From an optimization exercise on the open Yosys and OpenROAD flow, aimed at small area, a short achievable clock period and few clock cycles per item; shortcuts taken in it are not production practice.
No run shown here included a check of the RTL's function; only the layout flow was run.
Power is estimated from default activity; no workload was simulated.

### flow/flow/run.sh
#!/bin/bash
# The standard layout, with the port buffers made from the smallest
# buffer cell instead of the flow's default choice.
set -euo pipefail
bash standard.sh BUFFER_PORTS_ARGS="-buffer_cell sky130_fd_sc_hd__buf_1" finish > standard_flow.log 2>&1
### flow/standard.sh
#!/bin/bash
# synth_recipe.tcl (not shown) runs the flow's synth.tcl, then flattens the netlist and writes it again
# the make line also repeats each setting of config.mk as NAME=value (left out here)
make -C /OpenROAD-flow-scripts/flow DESIGN_CONFIG=/design/flow/config.mk WORK_HOME=/design/flow/orfs CLKGATE_MAP_FILE= SYNTH_SCRIPT=/design/flow/synth_recipe.tcl "${@:-finish}"
### flow/config.mk
export PLATFORM = sky130hd
export DESIGN_NAME = alu_design
export DESIGN_NICKNAME = alu_design
export VERILOG_FILES = /design/flow/design.v
export SDC_FILE = /design/flow/constraint.sdc
export NUM_CORES = 4
export LEC_CHECK = 0
export CAP_MARGIN = 20
export CORE_MARGIN = 2
export CORE_UTILIZATION = 40
export SETUP_SLACK_MARGIN = 3.5
export SLEW_MARGIN = 20
### flow/constraint.sdc
create_clock -name core_clock -period 8.5 [get_ports {clock}]
set_input_delay 1.7000 -clock core_clock [delete_from_list [all_inputs] [get_ports {clock}]]
set_output_delay 1.7000 -clock core_clock [all_outputs]
set_load 0.01 [all_outputs]
### flow/design.v
module alu_design(clock,reset,A,B,start_op,op_sel,result,end_op);
	localparam IN_WIDTH = 16;
	localparam OUT_WIDTH = 32;
	localparam OP_WIDTH = 3;
	input logic clock,reset;
	input logic [IN_WIDTH - 1 : 0] A;
	input logic [IN_WIDTH - 1 : 0] B;
	input logic start_op;
	input [OP_WIDTH - 1 : 0] op_sel;
	output logic [OUT_WIDTH - 1 : 0] result;
	output logic end_op;
	logic [2:0]  cnt;          
	logic [31:0] acc;          
	logic        neg;          
	wire is_mul = op_sel[2] & ~op_sel[0];
	wire is_sub = ~op_sel[2] & op_sel[1] & ~op_sel[0];
	wire first  = (cnt == 3'd0);
	wire [15:0] src = first ? B : acc[15:0];
	wire [1:0]  dig = src[1:0];
	wire [15:0] x   = first ? 16'd0 : acc[31:16];
	wire [15:0] y   = A & {16{~op_sel[2] | dig[0]}};
	wire [16:0] z   = op_sel[2] ? {A & {16{dig[1]}}, 1'b0}
	                            : {1'b0, B ^ {16{op_sel[1] & ~op_sel[0]}}};
	wire [16:0] s   = {1'b0, x ^ y} ^ z;
	wire [16:0] c   = {1'b0, x & y} | ({1'b0, x ^ y} & z);
	wire [17:0] sum = 18'(s) + 18'({c, is_sub});
	logic [31:0] acc_d;
	always_comb begin
		if (op_sel[2])
			acc_d = op_sel[0] ? {16'd0, A & B} : {sum, src[15:2]};
		else if (op_sel[1] & op_sel[0])
			acc_d = {16'd0, s[15:0]};
		else if (op_sel[1])
			acc_d = {15'd0, ~sum[16], sum[15:0]};
		else if (op_sel[0])
			acc_d = {15'd0, sum[16:0]};
		else
			acc_d = 32'd0;
	end
	always_ff @(posedge clock) begin
		acc <= acc_d;
		neg <= is_sub & ~sum[16];
	end
	assign result = {acc[31:17] | {15{neg}}, acc[16:0]};
	always_ff @(posedge clock or posedge reset)
	begin
		if (reset) begin
			end_op <= 1'b0;
			cnt    <= 3'd0;
		end
		else if (start_op) begin
			end_op <= ~is_mul | (cnt == 3'd7);
			cnt    <= (is_mul && cnt != 3'd7) ? cnt + 3'd1 : 3'd0;
		end
		else begin
			end_op <= 1'b0;
			cnt    <= 3'd0;
		end
	end
endmodule
==> results.tsv, run 1 <==
stage	metric	value	unit
outcome	run status	no timing/DRC/antenna violations	
power	overall power after layout	0.689	mW
routing	final routed wire length divided by cell count	16.6	um
synth	synthesized cell area	0.00357	sq mm
synth	Post-Synthesis Cells	466	
cts	Clk Latency, worst-skew pair	0.30	ns
routing	initial DRC count	206	
sta	RSZ-0062 raised after global routing	false	
floorplanning	floorplan core area	0.00868	sq mm
placement	dpl ws	2.62	ns
placement	placer's final routability congestion estimate	0.932	
sta	Worst Tran Pin Value	0.801	ns
cts	maximum level of the CTS H-tree	2	
synth	Distinct cells, synth	48	
global_route	number of antenna violations at the first check in global routing	0	
routing	remaining antenna violation count after routing	0	
synth	dominant cells by area after synthesis	sky130_fd_sc_hd__dfxtp_1 (19%), sky130_fd_sc_hd__fa_1 (9.5%), sky130_fd_sc_hd__ha_1 (7.0%)	
sta	portion of the clock cycle consumed by the worst path in the final layout	0.564	
routing	met2 routed wirelength	4.58	mm
routing	via count	3380	
sta	maximum clock rate	0.209	GHz
cts	Root Buffer Master	sky130_fd_sc_hd__clkbuf_8	
floorplanning	number of top-level design ports	71	
cts	number of buffers inserted for hold repair after clock tree synthesis	0	
floorplanning	Die W	98.5	um
floorplanning	die area	0.00969	sq mm
worst_setup_path	highest fanout seen on the critical path	38	
min_path	Min-Delay Path Class	flop to flop	
synth	Synthesized Nets	541	
floorplanning	Placement Rows	34	
sta	headroom to the max-slew limit	0.466	
floorplanning	Initial Utilization	0.411	
worst_setup_path	data arrival time of the critical path	4.98	ns
routing	sum of met3 wire segment lengths after detailed routing	737	um
global_route	global-route wire length before repair	15.9	mm
power	power density over the cells	171	mW/mm^2
sta	final-report hold violation count	0	
global_route	total global-route track usage	0.203	
worst_setup_path	CP startpoint kind	input port	
routing	uppermost signal routing layer after detailed routing	met4	
global_route	pin count of the biggest net entering global routing	59	
synth	flip-flop and latch count after synthesis	37	
cts	count of clock tree sinks	37	
routing	met1 layer wirelength in the final routing	4.77	mm
cts	cts bufs inserted	5	
sta	min cycle time layout	4.79	ns
sta	Pins Over Slew Limit	0	
worst_setup_path	critical path required time	8.69	ns
routing	DRC errors left	0	
run	max-cap violations	0	
cells_and_area	Layout area overhead	13.1	%
cts	clock-pin slew reported for the worst setup and hold paths after clock tree synthesis	0.08	ns
placement	number of buffers added on ports	70	
routing	average vias per placed instance	5.46	
sta	final setup margin	3.71	ns
placement	HPWL reported at the end of detailed placement	7.68	mm
power	Leakage Power	1.76	nW
sta	Post-Route Setup TNS	0	ns
global_route	sum of overflow across all layers after global routing	0	
synth	number of synthesis warnings	1	
cts	CTS tree	built	
cells_and_area	count of filler cells inserted in the layout	882	
cells_and_area	share of final-layout standard cells stronger than drive strength 1	0.102	
global_route	via count of the first global-routing pass	3094	
power	largest vdd supply drop	0.0000711	V
cells_and_area	count of nets after finishing	585	
synth	mean cell area of the mapped netlist	7.66	sq um
floorplanning	Die Span Y	98.5	um
worst_setup_path	Critical Path End Type	flop	
worst_setup_path	CP Class	input port to flop	
sta	# setup viols final	0	
worst_setup_path	setup slack on the worst flop-to-flop path	4.14	ns
synth	area fraction of the dominant cell type after synthesis	0.185	
cts	number of buffers on the longest clock path	2	
synth	cell accounting for the most synthesized area	sky130_fd_sc_hd__dfxtp_1	
synth	sequential share of the synthesized area	0.213	
cells_and_area	count of inserted antenna diode cells	0	
sta	clock skew	0.00378	ns
routing	detailed-route wire length	10.3	mm
routing	first-pass iteration count of the detailed router	5	
[cells by family after synthesis]
logic type,after synthesis,synth area share
DFF,37,0.213
xor gates and xnor gates,27,0.0663
buffers and inverters,76,0.100
and+or+nand+nor,168,0.229
AOI/OAI and AO/OA,105,0.181
muxes,16,0.0449
adders and majority gates,37,0.165
[power by group]
group,switching (mW),internal [mW]
combinational,0.185,0.125
sequential,0.0129,0.197
clock,0.0741,0.0956
[cells in the final DEF (no fill, tap or decap), types with 3 or more instances in the layout]
| cell | netlist | final |
|---|---|---|
| sky130_fd_sc_hd__buf_1 | 4 | 69 |
| sky130_fd_sc_hd__nor2_1 | 46 | 46 |
| sky130_fd_sc_hd__nand2_1 | 44 | 43 |
| sky130_fd_sc_hd__a21oi_1 | 40 | 40 |
| sky130_fd_sc_hd__dfxtp_1 | 33 | 33 |
| sky130_fd_sc_hd__inv_1 | 31 | 31 |
| sky130_fd_sc_hd__xnor2_1 | 25 | 25 |
| sky130_fd_sc_hd__ha_1 | 20 | 20 |
| sky130_fd_sc_hd__o21ai_0 | 19 | 17 |
| sky130_fd_sc_hd__or2_2 | 17 | 17 |
| sky130_fd_sc_hd__fa_1 | 17 | 17 |
| sky130_fd_sc_hd__mux2i_1 | 16 | 15 |
| sky130_fd_sc_hd__nand3_1 | 14 | 14 |
| sky130_fd_sc_hd__and2_1 | 11 | 11 |
| sky130_fd_sc_hd__nor3_1 | 8 | 8 |
| sky130_fd_sc_hd__nand2b_1 | 8 | 7 |
| sky130_fd_sc_hd__a31oi_1 | 7 | 7 |
| sky130_fd_sc_hd__buf_4 | 17 | 7 |
| sky130_fd_sc_hd__o211ai_1 | 6 | 6 |
| sky130_fd_sc_hd__o22ai_1 | 6 | 6 |
| sky130_fd_sc_hd__clkbuf_8 | 0 | 6 |
| sky130_fd_sc_hd__a21o_1 | 5 | 5 |
| sky130_fd_sc_hd__and3_1 | 4 | 4 |
| sky130_fd_sc_hd__nand4_1 | 4 | 4 |
| sky130_fd_sc_hd__o21a_1 | 4 | 4 |
| sky130_fd_sc_hd__dfrtp_1 | 4 | 4 |
| sky130_fd_sc_hd__a211oi_1 | 3 | 3 |
| sky130_fd_sc_hd__buf_12 | 0 | 3 |
[routing by layer]
layer	track usage	up-vias
met3	0.0284	15
li1	-	1648
met5	0	-
met2	0.304	149
met1	0.304	1568
met4	0.0622	0
[worst paths after layout]
check | from | cells past startpoint | to
worst max register to register | cnt[0] | 19 | acc[16]
max in group asynchronous | reset | 2 | cnt[0]
worst min register to register | cnt[0] | 2 | cnt[0]
worst max-delay path | op_sel[0] | 17 | acc[16]
min in group asynchronous | reset | 2 | end_op
worst min-delay path | cnt[0] | 2 | cnt[0]
[layout make-up]
cell class                      count  area [sq um]  area share
Tap cell                          108           135      0.0335
Clock buffer                        6          82.6      0.0205
Sequential cell                    37           761       0.189
Inverter                           31           116      0.0288
Timing Repair Buffer               82           413       0.102
Clock inverter                      2          37.5     0.00930
Multi-Input combinational cell    353          2490       0.617
[worst max-delay path: stages]
cell                       delay [ns]
sky130_fd_sc_hd__buf_1           0.08
sky130_fd_sc_hd__buf_6           0.19
sky130_fd_sc_hd__nor2b_4         0.26
sky130_fd_sc_hd__buf_12          0.18
sky130_fd_sc_hd__xnor2_1         0.12
sky130_fd_sc_hd__nor2_1          0.06
sky130_fd_sc_hd__a21oi_1         0.23
sky130_fd_sc_hd__fa_1            0.49
sky130_fd_sc_hd__inv_1           0.08
sky130_fd_sc_hd__ha_1            0.27
sky130_fd_sc_hd__a21oi_1         0.19
sky130_fd_sc_hd__o21ai_1         0.13
sky130_fd_sc_hd__and3_1          0.20
sky130_fd_sc_hd__a21oi_1         0.14
sky130_fd_sc_hd__o221ai_2        0.13
sky130_fd_sc_hd__and2_4          0.18
sky130_fd_sc_hd__or3_1           0.33
[flip-flops by register name (all words and copies together), names as in the netlist]
signal	cells
acc	32
neg	1
end_op	1
cnt	3
[synth_stat cells, drive strengths merged]
cell type and n:
and3 4, ha 20, or3 2, buf 28
nand4 4, nand2 44, a211oi 3, nand3 14
mux2i 16, o211ai 6, nand2b 8, clkbuf 17
fa 17, a31oi 7, o221ai 1, o21bai 2
dfxtp 33, o21ai 20, dfrtp 4, nor2b 4
a311oi 1, o22ai 6, a21o 5, nor2 47
o32a 1, a221oi 2, inv 31, xnor2 25
and2 12, or2 17, nor3 8, and3b 2
o21a 4, a211o 2, or4b 2, o31ai 2
a21boi 2, a21oi 41, xor2 2
[repair_timing]
item,in CTS,in global routing
resized for setup,7,7
cloned,0,1
buffers inserted,4,4
setup endpoints to repair,26,7
pin swaps,0,3
[per-stage QoR]
stage,area (sq um),std cells,utilization,hold WS (ns)
after floorplan,3570,466,-,0.543
after global placement,3750,602,0.432,0.557
after detailed placement,3750,602,0.432,0.566
after CTS,3940,614,0.454,0.585
after global routing,4040,619,0.465,0.602
final,4040,619,0.465,0.578
==> run 2: changes to the inputs <==
==> flow/design.v (replaced) <==
module alu_design(clock,reset,A,B,start_op,op_sel,result,end_op);
	localparam IN_WIDTH = 16;
	localparam OUT_WIDTH = 32;
	localparam OP_WIDTH = 3;
	input logic clock,reset;
	input logic [IN_WIDTH - 1 : 0] A;
	input logic [IN_WIDTH - 1 : 0] B;
	input logic start_op;
	input [OP_WIDTH - 1 : 0] op_sel;
	output logic [OUT_WIDTH - 1 : 0] result;
	output logic end_op;
	logic [1:0] cnt;           
	logic       bp;            
	wire is_mul = op_sel[2] & ~op_sel[0];
	wire is_sub = ~op_sel[2] & op_sel[1] & ~op_sel[0];
	wire first  = (cnt == 2'd0);
	wire last   = (cnt == 2'd3);
	wire [15:0] src = first ? B : result[15:0];
	wire        bm1 = ~first & bp;
	wire one0 = src[0] ^ bm1;
	wire two0 = (src[1] & ~src[0] & ~bm1) | (~src[1] & src[0] & bm1);
	wire one1 = src[2] ^ src[1];
	wire two1 = (src[3] & ~src[2] & ~src[1]) | (~src[3] & src[2] & src[1]);
	wire one0_e = ~is_mul | one0;
	wire two0_e = is_mul & two0;
	wire neg0_e = is_mul & src[1];
	wire one1_e = is_mul & one1;
	wire two1_e = is_mul & two1;
	wire neg1_e = is_mul & src[3];
	wire [16:0] mag0 = ({1'b0, A} & {17{one0_e}}) | ({A, 1'b0} & {17{two0_e}});
	wire [16:0] mag1 = ({1'b0, A} & {17{one1_e}}) | ({A, 1'b0} & {17{two1_e}});
	wire [19:0] row0 = {{3{neg0_e}}, mag0 ^ {17{neg0_e}}};
	wire [19:0] row1 = {neg1_e, mag1 ^ {17{neg1_e}}, 2'b00};
	wire [15:0] hi = first ? 16'd0 : result[31:16];
	wire [19:0] x  = is_mul ? {{4{hi[15]}}, hi} : {4'd0, B ^ {16{is_sub}}};
	wire        fix = is_mul & last & src[3];
	wire [19:0] w  = {A & {16{fix}}, 1'b0, neg1_e, 1'b0, is_mul ? neg0_e : is_sub};
	wire [19:0] s   = x ^ row0 ^ row1;
	wire [19:0] c   = (x & row0) | (x & row1) | (row0 & row1);
	wire [19:0] sum = s + {c[18:0], 1'b0} + w;
	logic [31:0] res_d;
	always_comb begin
		if (op_sel[2])
			res_d = op_sel[0] ? {16'd0, c[15:0]} : {sum, src[15:4]};
		else if (op_sel[1] & op_sel[0])
			res_d = {16'd0, s[15:0]};
		else if (op_sel[1])
			res_d = {{16{~sum[16]}}, sum[15:0]};
		else if (op_sel[0])
			res_d = {15'd0, sum[16:0]};
		else
			res_d = 32'd0;
	end
	always_ff @(posedge clock) begin
		result <= res_d;
		bp     <= src[3];
	end
	always_ff @(posedge clock or posedge reset)
	begin
		if (reset) begin
			end_op <= 1'b0;
			cnt    <= 2'd0;
		end
		else if (start_op) begin
			end_op <= ~is_mul | last;
			cnt    <= is_mul ? cnt + 2'd1 : 2'd0;
		end
		else begin
			end_op <= 1'b0;
			cnt    <= 2'd0;
		end
	end
endmodule
==> flow/run.sh (new file) <==
#!/bin/bash
# synth_recipe.tcl (not shown) runs the flow's synth.tcl, then flattens the netlist and writes it again
# the make line also repeats each setting of config.mk as NAME=value (left out here)
make -C /OpenROAD-flow-scripts/flow DESIGN_CONFIG=/design/flow/config.mk WORK_HOME=/design/flow/orfs CLKGATE_MAP_FILE= SYNTH_SCRIPT=/design/flow/synth_recipe.tcl finish
--- a/flow/config.mk
+++ b/flow/config.mk
@@ -5,8 +5,9 @@
 export SDC_FILE = /design/flow/constraint.sdc
 export NUM_CORES = 4
 export LEC_CHECK = 0
+export ABC_CLOCK_PERIOD_IN_PS = 3500
 export CAP_MARGIN = 20
 export CORE_MARGIN = 2
 export CORE_UTILIZATION = 40
-export SETUP_SLACK_MARGIN = 3.5
+export SETUP_SLACK_MARGIN = 5
 export SLEW_MARGIN = 20
removed: flow/flow/run.sh
removed: flow/standard.sh
==> run 2 against run 1 <==
  * Still clean on timing, DRC and antenna
  * Area after synthesis up 30%
  * Critical path depth up 2
  * Global-route usage up 8.8 points
  * Non-clock buffer count up 67
  * Sequential share of layout area down 8.7 points
  * First-iteration DRC count rose to 2.9 times the previous value
  * Die area up 29%
  * Wire length up 81%
  * Register-to-register slack worse by 1.0 ns
  * Clock power up 16%
  * Clock-buffer cell count up 2
  * Critical path type unchanged
  * Largest cell class unchanged
  * Largest power group unchanged
  * Highest routed layer unchanged
==> results.tsv, run 2 <==
stage	metric	value	unit
outcome	run status	no timing/DRC/antenna violations	
cells_and_area	most frequent cells in the layout	sky130_fd_sc_hd__clkdlybuf4s50_1 (63), sky130_fd_sc_hd__buf_4 (54), sky130_fd_sc_hd__inv_1 (49)	
placement	dpl ws	1.05	ns
worst_setup_path	launch point of the worst path	B[2]	
global_route	sum of overflow across all layers after global routing	0	
sta	min cycle time layout	5.81	ns
worst_setup_path	family of cells with the greatest summed delay on the critical path	adder cells	
cts	count of clock tree sinks	36	
sta	clock skew	0.00983	ns
routing	final routed wire length divided by cell count	22.1	um
cells_and_area	max FFs per register	32	
sta	headroom to the max-slew limit	0.382	
floorplanning	floorplan core area	0.0114	sq mm
synth	Synthesized Nets	673	
global_route	via count of the first global-routing pass	5190	
power	power density over the cells	233	mW/mm^2
routing	first-pass iteration count of the detailed router	6	
placement	HPWL reported at the end of detailed placement	12.0	mm
global_route	number of antenna violations at the first check in global routing	0	
min_path	worst min-delay path startpoint	cnt[0]	
synth	mean cell area of the mapped netlist	8.06	sq um
synth	FFs w/ async S/R, synth	0.0833	
cts	clock-pin slew reported for the worst setup and hold paths after clock tree synthesis	0.06	ns
global_route	total global-route track usage	0.292	
worst_setup_path	critical path cell sequence	buf_8 -> or3b_4 -> a31oi_4 -> and2_4 -> buf_12 -> a22oi_2 -> xnor2_2 -> fa_1 -> inv_2 -> fa_1 -> inv_2 -> ha_4 -> nand2_2 -> o31a_1 -> o41ai_2 -> xor2_1 -> buf_4 -> or3_4 -> nand2_2	
cts	number of buffers inserted for hold repair after clock tree synthesis	0	
floorplanning	Die W	112	um
placement	number of buffers added on ports	70	
worst_setup_path	CP Class	input port to flop	
routing	DRC errors left	0	
sta	Pins Over Slew Limit	0	
synth	synthesized cell area	0.00463	sq mm
cells_and_area	Largest Register	result	
synth	cell accounting for the most synthesized area	sky130_fd_sc_hd__fa_1	
floorplanning	Initial Utilization	0.408	
routing	average vias per placed instance	6.02	
synth	area fraction of the dominant cell type after synthesis	0.147	
worst_setup_path	CP startpoint kind	input port	
synth	sequential share of the synthesized area	0.159	
routing	via count	5073	
cells_and_area	Final Instance Count excl. Fillers	842	
cells_and_area	count of nets after finishing	796	
worst_setup_path	highest fanout seen on the critical path	8	
cells_and_area	share of final-layout standard cells stronger than drive strength 1	0.362	
cts	cts bufs inserted	5	
global_route	global-route wire length before repair	28.4	mm
cells_and_area	commonest non-fill, non-tap cell in the layout	sky130_fd_sc_hd__clkdlybuf4s50_1	
routing	detailed-route wire length	18.6	mm
sta	final-report hold violation count	0	
worst_setup_path	Critical Path End Type	flop	
cells_and_area	Layout area overhead	56.0	%
cells_and_area	largest registers	result: 32 flops, cnt: 2 flops	
synth	Distinct cells, synth	58	
sta	final setup margin	2.69	ns
floorplanning	die area	0.0125	sq mm
floorplanning	Die Span Y	112	um
run	max-cap violations	0	
cts	CTS tree	built	
worst_setup_path	data arrival time of the critical path	6.04	ns
synth	dominant cells by area after synthesis	sky130_fd_sc_hd__fa_1 (15%), sky130_fd_sc_hd__dfxtp_1 (14%), sky130_fd_sc_hd__xnor2_1 (8.7%)	
worst_setup_path	r2r startpoint	cnt[0]	
floorplanning	number of top-level design ports	71	
placement	Inst Count DP	761	
routing	initial DRC count	594	
power	largest vdd supply drop	0.000168	V
worst_setup_path	Buffers & Inverters on Critical Path	5	
cts	Clk Latency, worst-skew pair	0.29	ns
sta	Worst Tran Pin Value	0.927	ns
routing	remaining antenna violation count after routing	0	
worst_setup_path	cell with the largest stage delay on the worst path	sky130_fd_sc_hd__fa_1	
sta	maximum clock rate	0.172	GHz
synth	most instantiated flip-flop cell in the synthesis netlist	sky130_fd_sc_hd__dfxtp_1	
synth	flip-flop and latch count after synthesis	36	
cts	Root Buffer Master	sky130_fd_sc_hd__clkbuf_16	
sta	worst slack on hold paths	0.586	ns
placement	placer's final routability congestion estimate	0.933	
synth	number of synthesis warnings	1	
synth	count of flip-flops with a built-in enable after synthesis	0	
power	Leakage Power	3.11	nW
global_route	pin count of the biggest net entering global routing	51	
cells_and_area	count of inserted antenna diode cells	0	
synth	most numerous cell in the Yosys netlist	sky130_fd_sc_hd__inv_1	
synth	Post-Synthesis Cells	575	
sta	# setup viols final	0	
cts	number of buffers on the longest clock path	2	
worst_setup_path	critical path required time	8.74	ns
sta	RSZ-0062 raised after global routing	true	
cts	maximum level of the CTS H-tree	2	
sta	portion of the clock cycle consumed by the worst path in the final layout	0.683	
sta	Post-Route Setup TNS	0	ns
synth	Commonest cells post-synth	sky130_fd_sc_hd__inv_1 (63), sky130_fd_sc_hd__nand2_1 (62), sky130_fd_sc_hd__a21oi_1 (55), sky130_fd_sc_hd__xnor2_1 (46), sky130_fd_sc_hd__nor2_1 (37)	
min_path	Min-Delay Path Class	flop to flop	
floorplanning	Placement Rows	39	
worst_setup_path	largest incremental delay on the critical path	0.55	ns
run 2: logic make-up (layout without fill, tap and decap cells):
group	Yosys count	in the layout	share of synthesized area
xor+xnor	57	57	0.108
mux	25	25	0.0567
fa+ha+maj	60	60	0.217
compound gates	168	168	0.241
simple gates	132	133	0.125
flops	36	36	0.159
buf+inv	97	220	0.0932
run 2: repair_timing:
action	4_1_cts	5_1_grt
pin swaps	73	65
cloned	3	0
buffers inserted	55	15
resized for setup	139	62
setup endpoints to repair	32	32
run 2: final timing paths:
kind | cells after the start | slack, ns | to
hold / removal | 2 | 0.59 | cnt[0]
hold reg to reg | 2 | 0.59 | cnt[0]
max in group asynchronous | 2 | 6.79 | cnt[0]
setup / recovery | 19 | 2.69 | result[17]
setup reg to reg | 21 | 3.12 | result[17]
min in group asynchronous | 2 | 1.59 | end_op
run 2: area by class of cell:
cell class              instances  area [sq um]
multi-input cells             443          4420
inverters                      63           236
well taps                     143           179
fillers                       933          4140
repair buffers                149          1510
clock buffers                   8           146
flip-flops and latches         36           736
run 2: where the power goes:
part	leakage [nW]	internal, mW	switching [mW]	total (mW)
Clock	0.0712	0.117	0.0792	0.197
Sequential	0.315	0.221	0.0416	0.263
Combinational	2.73	0.601	0.621	1.22
run 2: per-stage QoR:
stage	instance area, sq um	power, mW	utilization
final	7230	1.68	0.636
after global routing	7230	1.77	0.636
after CTS	6810	1.50	0.599
after detailed placement	5640	1.09	0.496
after global placement	5640	1.09	0.496
after floorplan	4970	0.818	-
run 2: worst register-to-register path, delay by kind of cell (launching register included):
kind	cells	cell delay (ns)
AOI/OAI and AO/OA	5	1.14
DFF	1	0.38
xor gates and xnor gates	2	0.30
adders and majority gates	4	1.94
buffers and inverters	6	0.87
and+or+nand+nor	4	0.72
run 2: layer usage:
metal  track usage  share of wire
met1         0.374           0.39
met4         0.148          0.051
met5             0              0
met3        0.0610          0.087
met2         0.465           0.47
==> run 3: changes to the inputs <==
==> flow/flow/run.sh (new file) <==
#!/bin/bash
# The standard layout, with the port buffers made from the smallest
# buffer cell instead of the flow's default choice.
set -euo pipefail
bash standard.sh BUFFER_PORTS_ARGS="-buffer_cell sky130_fd_sc_hd__buf_1" finish > standard_flow.log 2>&1
==> flow/standard.sh (new file) <==
#!/bin/bash
# synth_recipe.tcl (not shown) runs the flow's synth.tcl, then flattens the netlist and writes it again
# the make line also repeats each setting of config.mk as NAME=value (left out here)
make -C /OpenROAD-flow-scripts/flow DESIGN_CONFIG=/design/flow/config.mk WORK_HOME=/design/flow/orfs CLKGATE_MAP_FILE= SYNTH_SCRIPT=/design/flow/synth_recipe.tcl "${@:-finish}"
--- a/flow/config.mk
+++ b/flow/config.mk
@@ -5,9 +5,8 @@
 export SDC_FILE = /design/flow/constraint.sdc
 export NUM_CORES = 4
 export LEC_CHECK = 0
-export ABC_CLOCK_PERIOD_IN_PS = 3500
 export CAP_MARGIN = 20
 export CORE_MARGIN = 2
 export CORE_UTILIZATION = 40
-export SETUP_SLACK_MARGIN = 5
+export SETUP_SLACK_MARGIN = 3
 export SLEW_MARGIN = 20
removed: flow/run.sh
==> run 3 against run 2 <==
  * Still clean on timing, DRC and antenna
  * Synthesized cell count stayed put
  * Non-clock buffer count is 6 lower
  * Sequential share of layout area is 1.2 points higher
  * Register-to-register slack better by 0.13 ns
  * Final area is 11% lower
  * Setup slack worse by 0.060 ns
  * Wire length is 2.5% lower
  * Core utilization is 6.8 points lower
==> results.tsv, run 3 <==
stage	metric	value	unit
outcome	run status	no timing/DRC/antenna violations	
worst_setup_path	CP startpoint kind	input port	
synth	sequential share of the synthesized area	0.159	
power	overall power after layout	1.52	mW
cells_and_area	max FFs per register	32	
synth	flip-flop and latch count after synthesis	36	
routing	via count	4941	
worst_setup_path	count of cells along the worst register-to-register path	23	
floorplanning	Die W	112	um
cells_and_area	Layout area overhead	39.2	%
cts	cts bufs inserted	5	
floorplanning	floorplan core area	0.0114	sq mm
worst_setup_path	Buffers & Inverters on Critical Path	6	
power	largest vdd supply drop	0.000152	V
cts	Clk Latency, worst-skew pair	0.29	ns
cells_and_area	count of inserted antenna diode cells	0	
cts	clock-pin slew reported for the worst setup and hold paths after clock tree synthesis	0.06	ns
worst_setup_path	largest incremental delay on the critical path	0.56	ns
sta	final-report hold violation count	0	
floorplanning	die area	0.0125	sq mm
floorplanning	Initial Utilization	0.408	
synth	area fraction of the dominant cell type after synthesis	0.147	
power	share of total power consumed by net switching	0.464	
worst_setup_path	CP Class	input port to flop	
global_route	number of antenna violations at the first check in global routing	0	
cts	CTS tree	built	
synth	FFs w/ async S/R, synth	0.0833	
sta	worst slack on hold paths	0.582	ns
sta	Post-Route Setup TNS	0	ns
power	fraction of power consumed by sequential logic	0.173	
placement	placer's final routability congestion estimate	0.982	
synth	most instantiated flip-flop cell in the synthesis netlist	sky130_fd_sc_hd__dfxtp_1	
cells_and_area	total area of sequential cells	736	sq um
sta	headroom to the max-slew limit	0.450	
power	Int Pwr	0.812	mW
routing	DRC errors left	0	
global_route	sum of overflow across all layers after global routing	0	
placement	HPWL reported at the end of detailed placement	12.3	mm
worst_setup_path	family of cells with the greatest summed delay on the critical path	adder cells	
synth	synthesized cell area	0.00463	sq mm
floorplanning	Placement Rows	39	
sta	clock skew	0.00695	ns
run	max-cap violations	0	
sta	RSZ-0062 raised after global routing	true	
worst_setup_path	Critical Path End Type	flop	
synth	cell accounting for the most synthesized area	sky130_fd_sc_hd__fa_1	
sta	# setup viols final	0	
min_path	Min-Delay Path Class	flop to flop	
floorplanning	Die Span Y	112	um
routing	detailed-route wire length	18.1	mm
synth	Distinct cells, synth	58	
sta	Worst Tran Pin Value	0.825	ns
sta	Pins Over Slew Limit	0	
worst_setup_path	r2r startpoint	cnt[0]	
synth	Synthesized Nets	673	
synth	Commonest cells post-synth	sky130_fd_sc_hd__inv_1 (63), sky130_fd_sc_hd__nand2_1 (62), sky130_fd_sc_hd__a21oi_1 (55), sky130_fd_sc_hd__xnor2_1 (46), sky130_fd_sc_hd__nor2_1 (37)	
synth	dominant cells by area after synthesis	sky130_fd_sc_hd__fa_1 (15%), sky130_fd_sc_hd__dfxtp_1 (14%), sky130_fd_sc_hd__xnor2_1 (8.7%)	
routing	final routed wire length divided by cell count	21.7	um
cells_and_area	most frequent cells in the layout	sky130_fd_sc_hd__buf_1 (64), sky130_fd_sc_hd__buf_4 (53), sky130_fd_sc_hd__inv_1 (50), sky130_fd_sc_hd__nand2_1 (50), sky130_fd_sc_hd__a21oi_1 (49)	
cells_and_area	multi-input gate area in the final layout	0.00403	sq mm
routing	first-pass iteration count of the detailed router	5	
power	switching power	0.703	mW
worst_setup_path	data arrival time of the critical path	6.06	ns
sta	min cycle time layout	5.87	ns
min_path	endpoint with the worst hold slack	cnt[0]	
routing	initial DRC count	406	
floorplanning	number of top-level design ports	71	
worst_setup_path	endpoint of the most critical register-to-register path	result[12]	
worst_setup_path	critical path required time	8.69	ns
cells_and_area	final core utilization	0.567	
global_route	pin count of the biggest net entering global routing	28	
cells_and_area	commonest non-fill, non-tap cell in the layout	sky130_fd_sc_hd__buf_1	
worst_setup_path	highest fanout seen on the critical path	4	
min_path	worst min-delay path startpoint	cnt[0]	
cts	number of buffers on the longest clock path	2	
cells_and_area	count of filler cells inserted in the layout	1035	
power	Leakage Power	2.85	nW
placement	number of buffers added on ports	70	
global_route	via count of the first global-routing pass	4859	
synth	most numerous cell in the Yosys netlist	sky130_fd_sc_hd__inv_1	
cts	count of clock tree sinks	36	
worst_setup_path	setup slack on the worst flop-to-flop path	3.25	ns
cts	maximum level of the CTS H-tree	2	
sta	portion of the clock cycle consumed by the worst path in the final layout	0.690	
global_route	global-route wire length before repair	27.6	mm
global_route	total global-route track usage	0.285	
synth	count of flip-flops with a built-in enable after synthesis	0	
cts	Root Buffer Master	sky130_fd_sc_hd__clkbuf_16	
power	clock network power share	0.120	
cells_and_area	largest registers	result: 32 flops, cnt: 2 flops	
synth	Post-Synthesis Cells	575	
cells_and_area	count of nets after finishing	791	
worst_setup_path	critical path cell sequence	buf_8 -> or3b_4 -> a31oi_4 -> and2_4 -> buf_12 -> a22oi_2 -> xnor2_1 -> fa_1 -> inv_1 -> fa_1 -> inv_2 -> ha_4 -> nand2_2 -> o31a_1 -> buf_4 -> o21ai_4 -> a31oi_1 -> xor2_1 -> buf_4 -> a21oi_1	
worst_setup_path	cell with the largest stage delay on the worst path	sky130_fd_sc_hd__fa_1	
routing	remaining antenna violation count after routing	0	
min_path	Hold Path Depth	2	
routing	average vias per placed instance	5.91	
power	power density over the cells	235	mW/mm^2
power	combinational cell fraction of total power	0.708	
cells_and_area	share of final-layout standard cells stronger than drive strength 1	0.290	
cells_and_area	Largest Register	result	
synth	number of synthesis warnings	1	
synth	mean cell area of the mapped netlist	8.06	sq um
sta	maximum clock rate	0.170	GHz
[run 3: worst register-to-register path, stage by stage (launching register included)]
cell,delay [ns]
sky130_fd_sc_hd__dfrtp_1,0.38
sky130_fd_sc_hd__inv_1,0.08
sky130_fd_sc_hd__ha_1,0.14
sky130_fd_sc_hd__buf_4,0.38
sky130_fd_sc_hd__nand2_2,0.18
sky130_fd_sc_hd__o22a_1,0.29
sky130_fd_sc_hd__nor2_4,0.14
sky130_fd_sc_hd__buf_12,0.14
sky130_fd_sc_hd__a22oi_2,0.10
sky130_fd_sc_hd__xnor2_2,0.18
sky130_fd_sc_hd__fa_1,0.57
sky130_fd_sc_hd__inv_1,0.07
sky130_fd_sc_hd__fa_1,0.54
sky130_fd_sc_hd__inv_2,0.05
sky130_fd_sc_hd__ha_1,0.27
sky130_fd_sc_hd__a21o_1,0.19
sky130_fd_sc_hd__a21oi_2,0.20
sky130_fd_sc_hd__o31a_1,0.33
sky130_fd_sc_hd__buf_4,0.21
sky130_fd_sc_hd__o21ai_4,0.09
sky130_fd_sc_hd__a31oi_1,0.20
sky130_fd_sc_hd__xor2_1,0.09
sky130_fd_sc_hd__buf_4,0.15
sky130_fd_sc_hd__a21oi_1,0.19
[run 3: area by class of cell]
| cell class | instances | share of cell area |
|---|---|---|
| sequential | 36 | 0.114 |
| tap | 143 | 0.0277 |
| inverter | 63 | 0.0367 |
| multi-input combinational | 444 | 0.625 |
| clock inverter | 2 | 0.00194 |
| timing repair buffer | 143 | 0.175 |
| clock buffer | 5 | 0.0194 |
[run 3: per-stage QoR]
step,area [sq um],setup slack [ns],cells
2_1_floorplan,4860,2.65,575
3_3_place_gp,5100,1.55,759
3_5_place_dp,5100,1.44,759
4_1_cts,6150,2.80,820
6_report,6450,2.63,836
5_1_grt,6450,2.53,836
[run 3: how the worst max path moves through the flow]
stage	to	startpoint	depth (start not counted)	slack (ns)
2_1_floorplan	result[16]	B[2]	22	2.65
3_3_place_gp	result[30]	op_sel[0]	17	1.55
3_5_place_dp	result[26]	op_sel[0]	17	1.44
4_1_cts	result[16]	B[1]	17	2.80
5_1_grt	result[16]	B[1]	19	2.53
6_report	result[12]	B[1]	20	2.63
[run 3: cell families (layout without fill, tap and decap cells)]
family | count (synthesis) | count (layout) | synth area share
AO/OA/AOI/OAI | 168 | 168 | 0.241
AND/OR/NAND/NOR | 132 | 134 | 0.125
buffers and inverters | 97 | 213 | 0.0932
adder cells (fa/ha/maj) | 60 | 60 | 0.217
XOR/XNOR | 57 | 57 | 0.108
flip-flops | 36 | 36 | 0.159
multiplexers | 25 | 25 | 0.0567
[run 3: metal layers]
metal,track usage,wire length (um),part of all wire
met5,0,0,0
met4,0.122,746,0.041
met3,0.0452,1580,0.087
met2,0.449,8440,0.47
met1,0.390,7360,0.41
[run 3: repair_timing]
action,in CTS,in global routing
setup buffers,47,16
endpoints found under the setup margin,28,24
pin swaps,52,36
gates resized for setup,74,45
cloned,7,0
hold buffers,0,0
[run 3: power groups by stage]
stage                     Sequential [mW]  Combinational (mW)  Clock (mW)
after floorplan                     0.275               0.519           0
after global placement              0.263               0.739           0
after detailed placement            0.263               0.743           0
after CTS                           0.260               0.930       0.183
after global routing                0.266                1.15       0.191
final                               0.262                1.07       0.181
==> run 4: changes to the inputs <==
--- a/flow/config.mk
+++ b/flow/config.mk
@@ -8,5 +8,5 @@
 export CAP_MARGIN = 20
 export CORE_MARGIN = 2
 export CORE_UTILIZATION = 40
-export SETUP_SLACK_MARGIN = 3
+export SETUP_SLACK_MARGIN = 3.5
 export SLEW_MARGIN = 20
==> run 4 against run 3 <==
  * Total power is 1.9% lower
  * Via count is 2.3% lower
  * First-iteration DRC count fell by 2.5%
  * Maximum frequency up 2.4%
  * Global-route usage is 1.3 points lower
  * Die area unchanged
  * Largest cell class unchanged
  * Largest power group unchanged
==> results.tsv, run 4 <==
stage	metric	value	unit
outcome	run status	no timing/DRC/antenna violations	
global_route	sum of overflow across all layers after global routing	0	
cts	CTS tree	built	
power	power density over the cells	235	mW/mm^2
global_route	total global-route track usage	0.273	
sta	min cycle time layout	5.73	ns
synth	synthesized cell area	0.00463	sq mm
sta	clock skew	0.00767	ns
placement	dpl ws	1.26	ns
sta	headroom to the max-slew limit	0.409	
cts	Clk Latency, worst-skew pair	0.29	ns
worst_setup_path	critical path cell sequence	buf_8 -> or3b_4 -> a31oi_4 -> and2_4 -> a22oi_2 -> xnor2_2 -> fa_1 -> inv_2 -> fa_1 -> inv_1 -> ha_4 -> a21oi_4 -> o21ai_1 -> a221oi_2 -> o41ai_4 -> xor2_2 -> or3_4 -> o211ai_1	
cells_and_area	most frequent cells in the layout	sky130_fd_sc_hd__buf_1 (64), sky130_fd_sc_hd__inv_1 (55), sky130_fd_sc_hd__nand2_1 (52)	
cells_and_area	count of inserted antenna diode cells	0	
synth	area fraction of the dominant cell type after synthesis	0.147	
cts	count of clock tree sinks	36	
min_path	Min-Delay Path Class	flop to flop	
synth	number of synthesis warnings	1	
synth	mean cell area of the mapped netlist	8.06	sq um
worst_setup_path	most used cell, CP	sky130_fd_sc_hd__fa_1	
synth	FFs w/ async S/R, synth	0.0833	
power	largest vdd supply drop	0.000120	V
sta	Pins Over Slew Limit	0	
global_route	global-route wire length before repair	26.4	mm
synth	flip-flop and latch count after synthesis	36	
synth	cell accounting for the most synthesized area	sky130_fd_sc_hd__fa_1	
placement	HPWL reported at the end of detailed placement	12.1	mm
synth	most numerous cell in the Yosys netlist	sky130_fd_sc_hd__inv_1	
routing	average vias per placed instance	5.85	
synth	dominant cells by area after synthesis	sky130_fd_sc_hd__fa_1 (15%), sky130_fd_sc_hd__dfxtp_1 (14%), sky130_fd_sc_hd__xnor2_1 (8.7%)	
cells_and_area	Largest Register	result	
worst_setup_path	Buffers & Inverters on Critical Path	3	
global_route	number of antenna violations at the first check in global routing	0	
sta	RSZ-0062 raised after global routing	true	
worst_setup_path	critical path required time	8.71	ns
cells_and_area	final core utilization	0.556	
cells_and_area	commonest non-fill, non-tap cell in the layout	sky130_fd_sc_hd__buf_1	
sta	Post-Route Setup TNS	0	ns
synth	Distinct cells, synth	58	
synth	sequential share of the synthesized area	0.159	
worst_setup_path	CP Class	input port to flop	
cells_and_area	count of nets after finishing	779	
placement	number of buffers added on ports	70	
routing	final routed wire length divided by cell count	20.9	um
worst_setup_path	highest fanout seen on the critical path	8	
floorplanning	floorplan core area	0.0114	sq mm
worst_setup_path	Critical Path End Type	flop	
sta	final setup margin	2.77	ns
cells_and_area	max FFs per register	32	
synth	Commonest cells post-synth	sky130_fd_sc_hd__inv_1 (63), sky130_fd_sc_hd__nand2_1 (62), sky130_fd_sc_hd__a21oi_1 (55), sky130_fd_sc_hd__xnor2_1 (46), sky130_fd_sc_hd__nor2_1 (37)	
cells_and_area	largest registers	result: 32 flops, cnt: 2 flops	
routing	remaining antenna violation count after routing	0	
run	max-cap violations	0	
routing	detailed-route wire length	17.2	mm
cells_and_area	share of final-layout standard cells stronger than drive strength 1	0.282	
floorplanning	Die W	112	um
synth	most instantiated flip-flop cell in the synthesis netlist	sky130_fd_sc_hd__dfxtp_1	
floorplanning	Placement Rows	39	
worst_setup_path	family of cells with the greatest summed delay on the critical path	adder cells	
synth	count of flip-flops with a built-in enable after synthesis	0	
cts	number of buffers on the longest clock path	2	
routing	first-pass iteration count of the detailed router	5	
cells_and_area	Layout area overhead	36.4	%
routing	via count	4826	
floorplanning	Die Span Y	112	um
sta	portion of the clock cycle consumed by the worst path in the final layout	0.674	
global_route	pin count of the biggest net entering global routing	55	
worst_setup_path	data arrival time of the critical path	5.94	ns
floorplanning	Initial Utilization	0.408	
routing	initial DRC count	396	
synth	Post-Synthesis Cells	575	
floorplanning	number of top-level design ports	71	
worst_setup_path	CP startpoint kind	input port	
sta	maximum clock rate	0.175	GHz
cts	cts bufs inserted	5	
worst_setup_path	largest incremental delay on the critical path	0.59	ns
power	Leakage Power	2.79	nW
cts	clock-pin slew reported for the worst setup and hold paths after clock tree synthesis	0.06	ns
cells_and_area	count of filler cells inserted in the layout	1041	
sta	Worst Tran Pin Value	0.887	ns
synth	Synthesized Nets	673	
placement	placer's final routability congestion estimate	0.902	
worst_setup_path	cell with the largest stage delay on the worst path	sky130_fd_sc_hd__fa_1	
sta	# setup viols final	0	
sta	final-report hold violation count	0	
routing	DRC errors left	0	
cts	maximum level of the CTS H-tree	2	
floorplanning	die area	0.0125	sq mm
global_route	via count of the first global-routing pass	4767	
cts	Root Buffer Master	sky130_fd_sc_hd__clkbuf_16	
run 4: final cells by class:
class	instances	area, sq um	area share
clock buffers	8	146	0.0232
flip-flops and latches	36	736	0.116
well taps	143	179	0.0283
repair buffers	131	881	0.139
inverters	63	236	0.0374
multi-input cells	444	4140	0.655
run 4: cell families after synthesis:
family | share of synthesized area
AO/OA/AOI/OAI | 0.241
AND/OR/NAND/NOR | 0.125
buffers and inverters | 0.0932
adder cells (fa/ha/maj) | 0.217
XOR/XNOR | 0.108
flip-flops | 0.159
multiplexers | 0.0567
run 4: report_power, final:
group / switching, mW / leakage, nW / total, mW / internal, mW
Clock: 0.0755 / 0.0712 / 0.193 / 0.117
Sequential: 0.0434 / 0.315 / 0.265 / 0.221
Combinational: 0.566 / 2.41 / 1.03 / 0.464
run 4: through the flow:
step / total power [mW] / hold slack (ns) / std cells / instance area (sq um)
6_report: 1.49 / 0.583 / 825 / 6320
5_1_grt: 1.57 / 0.617 / 825 / 6320
4_1_cts: 1.36 / 0.585 / 812 / 6010
3_5_place_dp: 1.01 / 0.573 / 760 / 5160
3_3_place_gp: 1.01 / 0.560 / 760 / 5160
2_1_floorplan: 0.809 / 0.543 / 575 / 4920
run 4: final timing paths:
path	startpoint	to	slack, ns	cells after the start
worst max register to register	cnt[0]	result[29]	3.28	18
min in group asynchronous	reset	end_op	1.24	2
worst min register to register	cnt[0]	cnt[0]	0.58	2
worst min-delay path	cnt[0]	cnt[0]	0.58	2
worst max-delay path	B[1]	result[29]	2.77	18
max in group asynchronous	reset	cnt[1]	7.13	2
run 4: timing repair:
item | in CTS | in global routing
hold buffers | 0 | 0
endpoints found under the setup margin | 30 | 28
gates cloned | 4 | 0
pin swaps | 55 | 36
buffers inserted | 40 | 13
gates resized for setup | 70 | 39
run 4: layer usage:
layer	routed length, um	vias to the layer above	GRT usage
met2	8290	225	0.449
met1	7020	2360	0.358
met5	0	-	0
li1	-	2191	-
met4	617	0	0.0996
met3	1290	50	0.0506
run 4: worst register-to-register path, delay by kind of cell (launching register included):
kind | cells | cell delay [ns]
adder cells (fa/ha/maj) | 4 | 1.35
buffers and inverters | 5 | 1.03
AO/OA/AOI/OAI | 4 | 0.93
AND/OR/NAND/NOR | 2 | 0.81
flip-flops | 1 | 0.38
XOR/XNOR | 2 | 0.35
multiplexers | 1 | 0.30

-- re-timing with driven ports --
In the flow no input, the clock included, has a driving cell. The finished layouts below were timed again as built, in two steps. Step 1: set_driving_cell puts a clkbuf_16 on clock and a buf_2 on each other input, an assumption about the parent block. Step 2 times the ports against the registers' clock, not the clock port: input delays grow and output delays shrink by t, the midpoint of the rising clock arrivals with the driver on. Three values: ideal, step 1, step 2; two values: the first two.
| run | shift t [ns] | setup slack, ns | hold slack, ns |
|---|---|---|---|
| run 1 | 0.326 | 3.707 / 3.713 / 3.387 | 0.578 / 0.578 / 0.578 |
| run 2 | 0.331 | 2.694 / 2.699 / 2.368 | 0.586 / 0.586 / 0.586 |
| run 3 | 0.322 | 2.634 / 2.631 / 2.309 | 0.582 / 0.582 / 0.582 |
| run 4 | 0.324 | 2.774 / 2.770 / 2.446 | 0.583 / 0.583 / 0.583 |
After both steps setup and hold are still met in every run listed. For run 4, which loses most, drivers alone change the setup slack by -0.004 ns; drivers and shift together by -0.328 ns.
